What follows belongs to an exercise in optimizing a design on an open flow for small area and a short achievable clock period; a production flow would make more cautious choices. Only simulation tests tie the RTL to the original design; equivalence was not proved. No activity file was given, so power comes from the tool's default toggle rates.

==> inputs of run a <==
==> flow/design.v <==
module Prefetch(
  input         clock,
  input         reset,
  input  [31:0] io_pc,
  input  [31:0] io_address,
  input         io_enable,
  input         io_reset,
  output [31:0] io_prefetch_address,
  output        io_prefetch_valid,
  output        io_ready,
  output        io_inited
);
  reg        ready;
  reg        inited;
  reg        io_ready_REG;
  reg        REG;          
  reg        enable_REG;   
  reg        ph;           
  reg        pv_reg;       
  reg [31:0] aq;           
  reg [7:0]  rdq;          
  reg        mq;           
  reg        zq;           
  reg        cq;           
  reg [7:0]   valid;
  reg [7:0]   nonempty;    
  reg [255:0] e_pc;
  reg [255:0] e_addr;
  reg [255:0] e_stride;
  reg [255:0] e_rel;
  reg [63:0]  lru;
  wire req = io_enable & ~enable_REG;
  wire clr = io_reset & ~REG;
  wire [7:0] empty = ~nonempty;    
  wire [7:0] is_lru;
  genvar gi, gj;
  generate
    for (gi = 0; gi < 8; gi = gi + 1) begin : g_dec
      wire [7:0] newer;
      for (gj = 0; gj < 8; gj = gj + 1) begin : g_n
        if (gj < gi)       assign newer[gj] = lru[8*gj+gi];
        else if (gj > gi)  assign newer[gj] = ~lru[8*gi+gj];
        else               assign newer[gj] = 1'b1;
      end
      assign is_lru[gi] = &newer;
    end
  endgenerate
  wire any_empty = |empty;
  wire [7:0] lo_empty = empty & ~(empty - 8'd1);
  wire [7:0] hi_empty;
  assign hi_empty[7] = empty[7];
  generate
    for (gi = 0; gi < 7; gi = gi + 1) begin : g_hi
      assign hi_empty[gi] = empty[gi] & ~|empty[7:gi+1];
    end
  endgenerate
  wire [7:0] victim = any_empty ? lo_empty : is_lru;
  wire [7:0] hi_empty_v = hi_empty & valid;
  wire pc_zero = (io_pc == 32'h0);
  wire [7:0] mnz;
  generate
    for (gi = 0; gi < 8; gi = gi + 1) begin : g_m
      assign mnz[gi] = nonempty[gi] & (e_pc[32*gi +: 32] == io_pc);
    end
  endgenerate
  wire any_mnz = |mnz;
  wire found = any_mnz | (pc_zero & any_empty);
  wire [7:0] rd   = mnz | ({8{pc_zero}} & hi_empty_v);
  wire [7:0] wsel = any_mnz ? mnz : victim;
  wire       fq = mq | (zq & any_empty);
  wire [7:0] wq = mq ? rdq : victim;
  reg [31:0] A1, S1, A, S, R;
  integer k;
  always @(*) begin
    A1 = 32'h0; S1 = 32'h0; R = 32'h0;
    for (k = 0; k < 8; k = k + 1) begin
      A1 = A1 | ({32{rd[k]}} & e_addr[32*k +: 32]);
      S1 = S1 | ({32{rd[k]}} & e_stride[32*k +: 32]);
      R = R | ({32{rdq[k]}} & e_rel[32*k +: 32]);
    end
  end
  wire Rz    = (R == 32'h0);
  wire Rle1  = (R[31:1] == 31'h0);
  wire Rlt4  = (R[31:2] == 30'h0);
  wire Rones = (R == 32'hffffffff);
  wire [31:0] hs = A ^ S ^ aq;
  wire [31:0] cg = (A & S) | ((A ^ S) & ~aq);
  wire same = (hs == {cg[30:0], 1'b0});
  reg [31:0] newStride, Rinc;
  reg        cs, ci;
  integer b;
  always @(*) begin
    cs = 1'b1; ci = 1'b1;
    for (b = 0; b < 32; b = b + 1) begin
      newStride[b] = aq[b] ^ ~A[b] ^ cs;
      cs = (aq[b] & ~A[b]) | (aq[b] & cs) | (~A[b] & cs);
      Rinc[b] = R[b] ^ ci;
      ci = R[b] & ci;
    end
  end
  wire same_w = (newStride == S);
  wire replace = same_w ? Rones : Rle1;
  wire vld = fq & (same ? (~Rz & ~Rones) : ~Rlt4);
  wire [31:0] w_stride = ~fq ? 32'h0 : replace ? newStride : S;
  wire [31:0] w_rel = ~fq ? 32'h0 : replace ? 32'h1 : same_w ? Rinc : {1'b0, R[31:1]};
  wire pv_out = ph ? vld : pv_reg;
  reg [31:0] sum, bg, bp;
  integer d, e;
  always @(*) begin
    bg = aq & S;
    bp = aq ^ S;
    for (d = 1; d < 32; d = d * 2)
      for (e = 2*d-1; e < 32; e = e + 2*d) begin
        bg[e] = bg[e] | (bp[e] & bg[e-d]);
        bp[e] = bp[e] & bp[e-d];
      end
    for (d = 8; d >= 1; d = d / 2)
      for (e = 3*d-1; e < 32; e = e + 2*d) begin
        bg[e] = bg[e] | (bp[e] & bg[e-d]);
        bp[e] = bp[e] & bp[e-d];
      end
    sum = (aq ^ S) ^ {bg[30:0], 1'b0};
  end
  integer i, j;
  always @(posedge clock) begin
    REG <= io_reset;
    enable_REG <= io_enable;
    io_ready_REG <= ready;
    A <= A1;
    rdq <= rd;
    mq <= any_mnz;
    zq <= pc_zero;
    if (req) begin
      aq <= io_address;
      S <= S1;
    end
    if (reset) begin
      ph <= 1'b0;
      cq <= 1'b0;
      pv_reg <= 1'b0;
      ready <= 1'b0;
      inited <= 1'b0;
      valid <= 8'h0;
      nonempty <= 8'h0;
    end else begin
      ph <= req;
      if (ph) pv_reg <= vld;
      ready <= io_enable;
      inited <= io_reset & (~REG | inited);
      cq <= clr & req;
      for (i = 0; i < 8; i = i + 1) begin
        if ((clr & ~req) | (ph & cq & ~wq[i])) begin
          valid[i] <= 1'b0;
          nonempty[i] <= 1'b0;
        end else if (ph & wq[i]) begin
          valid[i] <= 1'b1;
          nonempty[i] <= ~zq;
        end
      end
    end
    for (i = 0; i < 8; i = i + 1) begin
      if (req & wsel[i])
        e_pc[32*i +: 32] <= io_pc;
      if (ph & wq[i]) begin
        e_addr[32*i +: 32] <= aq;
        e_stride[32*i +: 32] <= w_stride;
        e_rel[32*i +: 32] <= w_rel;
      end
    end
    if (ph) begin
      for (i = 0; i < 8; i = i + 1)
        for (j = i + 1; j < 8; j = j + 1)
          if (wq[i]) lru[8*i+j] <= 1'b1;
          else if (wq[j]) lru[8*i+j] <= 1'b0;
    end
  end
  assign io_prefetch_address = {32{pv_out}} & sum;
  assign io_prefetch_valid = pv_out;
  assign io_ready = io_ready_REG;
  assign io_inited = inited;
endmodule
==> flow/flow/run.sh <==
#!/bin/bash
# The standard layout (standard.sh: the standard flow's synthesis, floorplan, placement,
# CTS, routing and finish, unchanged), with two optimisation knobs passed to
# ORFS: repair_timing aims for extra setup slack on the worst path only
# (TNS_END_PERCENT=0), and the port buffers start as buf_1 (the resizer
# upsizes those on critical paths). The SDC and clock period are the standard flow's.
set -euo pipefail
bash standard.sh \
  SETUP_SLACK_MARGIN=61 \
  TNS_END_PERCENT=0 \
  "BUFFER_PORTS_ARGS=-buffer_cell sky130_fd_sc_hd__buf_1" \
  finish > flow_make.log 2>&1
==> flow/standard.sh <==
#!/bin/bash
# synth_recipe.tcl (not shown) runs the flow's synth.tcl, then flattens the netlist and writes it again
# the make line also repeats each setting of config.mk as NAME=value (left out here)
make -C /OpenROAD-flow-scripts/flow DESIGN_CONFIG=/design/flow/config.mk WORK_HOME=/design/flow/orfs CLKGATE_MAP_FILE= SYNTH_SCRIPT=/design/flow/synth_recipe.tcl "${@:-finish}"
==> flow/config.mk <==
export PLATFORM = sky130hd
export DESIGN_NAME = Prefetch
export DESIGN_NICKNAME = Prefetch
export VERILOG_FILES = /design/flow/design.v
export SDC_FILE = /design/flow/constraint.sdc
export NUM_CORES = 4
export LEC_CHECK = 0
export CAP_MARGIN = 20
export CORE_MARGIN = 2
export CORE_UTILIZATION = 65
export CTS_CLUSTER_DIAMETER = 70
export CTS_CLUSTER_SIZE = 27
export PLACE_DENSITY = 0.75
export SETUP_SLACK_MARGIN = 5
export SLEW_MARGIN = 20
==> flow/constraint.sdc <==
create_clock -name core_clock -period 80.0 [get_ports {clock}]
set_input_delay 16.0000 -clock core_clock [delete_from_list [all_inputs] [get_ports {clock}]]
set_output_delay 16.0000 -clock core_clock [all_outputs]
set_load 0.01 [all_outputs]
==> inputs of run b, as changes to run a <==
==> flow/design.v (replaced) <==
module Prefetch(
  input         clock,
  input         reset,
  input  [31:0] io_pc,
  input  [31:0] io_address,
  input         io_enable,
  input         io_reset,
  output [31:0] io_prefetch_address,
  output        io_prefetch_valid,
  output        io_ready,
  output        io_inited
);
  reg        prefetch_valid;
  reg [31:0] prefetch_address;
  reg        ready;
  reg        inited;
  reg        io_ready_REG;
  reg        REG;          
  reg        enable_REG;   
  reg [7:0]   valid;
  reg [255:0] e_pc;
  reg [255:0] e_addr;
  reg [255:0] e_stride;
  reg [255:0] e_rel;
  reg [63:0]  lru;
  wire req = io_enable & ~enable_REG;
  wire clr = io_reset & ~REG;
  wire [7:0] empty;       
  wire [7:0] nonempty;
  wire [7:0] is_lru;
  wire [7:0] rz, rones, rlt4;
  genvar gi, gj;
  generate
    for (gi = 0; gi < 8; gi = gi + 1) begin : g_dec
      assign empty[gi]    = ~valid[gi] | (e_pc[32*gi +: 32] == 32'h0);
      assign nonempty[gi] = ~empty[gi];
      assign rz[gi]       = (e_rel[32*gi +: 32] == 32'h0);
      assign rones[gi]    = (e_rel[32*gi +: 32] == 32'hffffffff);
      assign rlt4[gi]     = (e_rel[32*gi+2 +: 30] == 30'h0);
      wire [7:0] newer;
      for (gj = 0; gj < 8; gj = gj + 1) begin : g_n
        if (gj < gi)       assign newer[gj] = lru[8*gj+gi];
        else if (gj > gi)  assign newer[gj] = ~lru[8*gi+gj];
        else               assign newer[gj] = 1'b1;
      end
      assign is_lru[gi] = &newer;
    end
  endgenerate
  wire any_empty = |empty;
  wire [7:0] lo_empty = empty & ~(empty - 8'd1);
  wire [7:0] hi_empty;
  assign hi_empty[7] = empty[7];
  generate
    for (gi = 0; gi < 7; gi = gi + 1) begin : g_hi
      assign hi_empty[gi] = empty[gi] & ~|empty[7:gi+1];
    end
  endgenerate
  wire [7:0] victim = any_empty ? lo_empty : is_lru;
  wire [7:0] hi_empty_v = hi_empty & valid;
  wire pc_zero = (io_pc == 32'h0);
  wire [7:0] mnz;
  generate
    for (gi = 0; gi < 8; gi = gi + 1) begin : g_m
      assign mnz[gi] = nonempty[gi] & (e_pc[32*gi +: 32] == io_pc);
    end
  endgenerate
  wire any_mnz = |mnz;
  wire found = pc_zero ? any_empty : any_mnz;
  wire [7:0] rd   = pc_zero ? hi_empty_v : mnz;    
  wire [7:0] wsel = any_mnz ? mnz : victim;        
  reg [31:0] A, S, R;
  integer k;
  always @(*) begin
    A = 32'h0; S = 32'h0; R = 32'h0;
    for (k = 0; k < 8; k = k + 1) begin
      A = A | ({32{rd[k]}} & e_addr[32*k +: 32]);
      S = S | ({32{rd[k]}} & e_stride[32*k +: 32]);
      R = R | ({32{rd[k]}} & e_rel[32*k +: 32]);
    end
  end
  wire Rz    = ~|(rd & ~rz);
  wire Rlt4  = ~|(rd & ~rlt4);
  wire Rones = |(rd & rones);
  wire [31:0] hs = A ^ S ^ io_address;
  wire [31:0] cg = (A & S) | ((A ^ S) & ~io_address);
  wire same = (hs == {cg[30:0], 1'b0});
  wire [31:0] newStride = io_address - A;
  wire replace = same ? Rones : (Rlt4 & ~R[1]);
  wire vld = found & (same ? (~Rz & ~Rones) : ~Rlt4);
  wire [31:0] w_stride = ~found ? 32'h0 : replace ? newStride : S;
  wire [31:0] w_rel = ~found ? 32'h0 : replace ? 32'h1 : same ? R + 32'h1 : {1'b0, R[31:1]};
  wire [31:0] pa_next = vld ? io_address + S : 32'h0;
  integer i, j;
  always @(posedge clock) begin
    REG <= io_reset;
    enable_REG <= io_enable;
    io_ready_REG <= ready;
    if (reset) begin
      prefetch_valid <= 1'b0;
      prefetch_address <= 32'h0;
      ready <= 1'b0;
      inited <= 1'b0;
      valid <= 8'h0;
    end else begin
      ready <= io_enable;
      inited <= io_reset & (~REG | inited);
      if (req) begin
        prefetch_valid <= vld;
        prefetch_address <= pa_next;
      end
      for (i = 0; i < 8; i = i + 1) begin
        if (req & wsel[i]) valid[i] <= 1'b1;
        else if (clr) valid[i] <= 1'b0;
      end
    end
    for (i = 0; i < 8; i = i + 1) begin
      if (req & wsel[i]) begin
        e_pc[32*i +: 32] <= io_pc;
        e_addr[32*i +: 32] <= io_address;
        e_stride[32*i +: 32] <= w_stride;
        e_rel[32*i +: 32] <= w_rel;
      end
    end
    if (req) begin
      for (i = 0; i < 8; i = i + 1)
        for (j = i + 1; j < 8; j = j + 1)
          if (wsel[i]) lru[8*i+j] <= 1'b1;
          else if (wsel[j]) lru[8*i+j] <= 1'b0;
    end
  end
  assign io_prefetch_address = prefetch_address;
  assign io_prefetch_valid = prefetch_valid;
  assign io_ready = io_ready_REG;
  assign io_inited = inited;
endmodule
--- a/flow/flow/run.sh
+++ b/flow/flow/run.sh
@@ -6,7 +6,7 @@
 # upsizes those on critical paths). The SDC and clock period are the standard flow's.
 set -euo pipefail
 bash standard.sh \
-  SETUP_SLACK_MARGIN=61 \
+  SETUP_SLACK_MARGIN=59 \
   TNS_END_PERCENT=0 \
   "BUFFER_PORTS_ARGS=-buffer_cell sky130_fd_sc_hd__buf_1" \
   finish > flow_make.log 2>&1
- CORE_UTILIZATION: 65 -> 55
- CTS_CLUSTER_DIAMETER: 70 -> 80
- CTS_CLUSTER_SIZE: 27 -> 30
- PLACE_DENSITY: 0.75 -> 0.7
==> notes <==
- Run b went through all stages and came out clean. Run a passed the timing, DRC and antenna checks.
- Of run b and run a, run a has the higher count of clock-buffer cells in the layout (gap 14).
- In run b the area after synthesis is higher than in run a, by 1.1%.
- In run b the combinational power is higher than in run a, by about 22%.
- In run b the sequential power is smaller than in run a, by about 7%.
- Utilization: run a is higher than run b (7.9 points).
- Between run a and run b, the lower wire length is in run a (gap about 30%, measured against run b).
- In run b the sequential share of layout area is lower than in run a, by 8.1 points.
- In run a the design area is lower than in run b, by 5.7%.

==> port drivers added, routing unchanged <==
The results above use ideal ports. As a check the final layouts listed here were re-extracted and re-timed, cells and wires unchanged.
Step 1 sets driving cells, clkbuf_16 on the clock port and buf_2 on the other inputs (assumed; they add their load-dependent delay and slew).
Step 2 moves the port delays by t, midway between the first and last clock arrival at a register: inputs arrive t later, outputs are due t later. That takes back most of the time a late clock gives input paths.
Slacks: no drivers / after step 1 / after step 2; pairs: no drivers / after step 1.
run	t, ns	setup WS [ns]	latest minus earliest clock arrival (ns)
run a	0.702	59.841 / 59.775 / 60.045	0.043 / 0.042
run b	0.732	58.742 / 58.785 / 58.053	0.031 / 0.031
After both steps every run listed still meets setup and hold. For run b, which loses most, drivers alone change the setup slack by +0.043 ns; drivers and shift together by -0.689 ns.
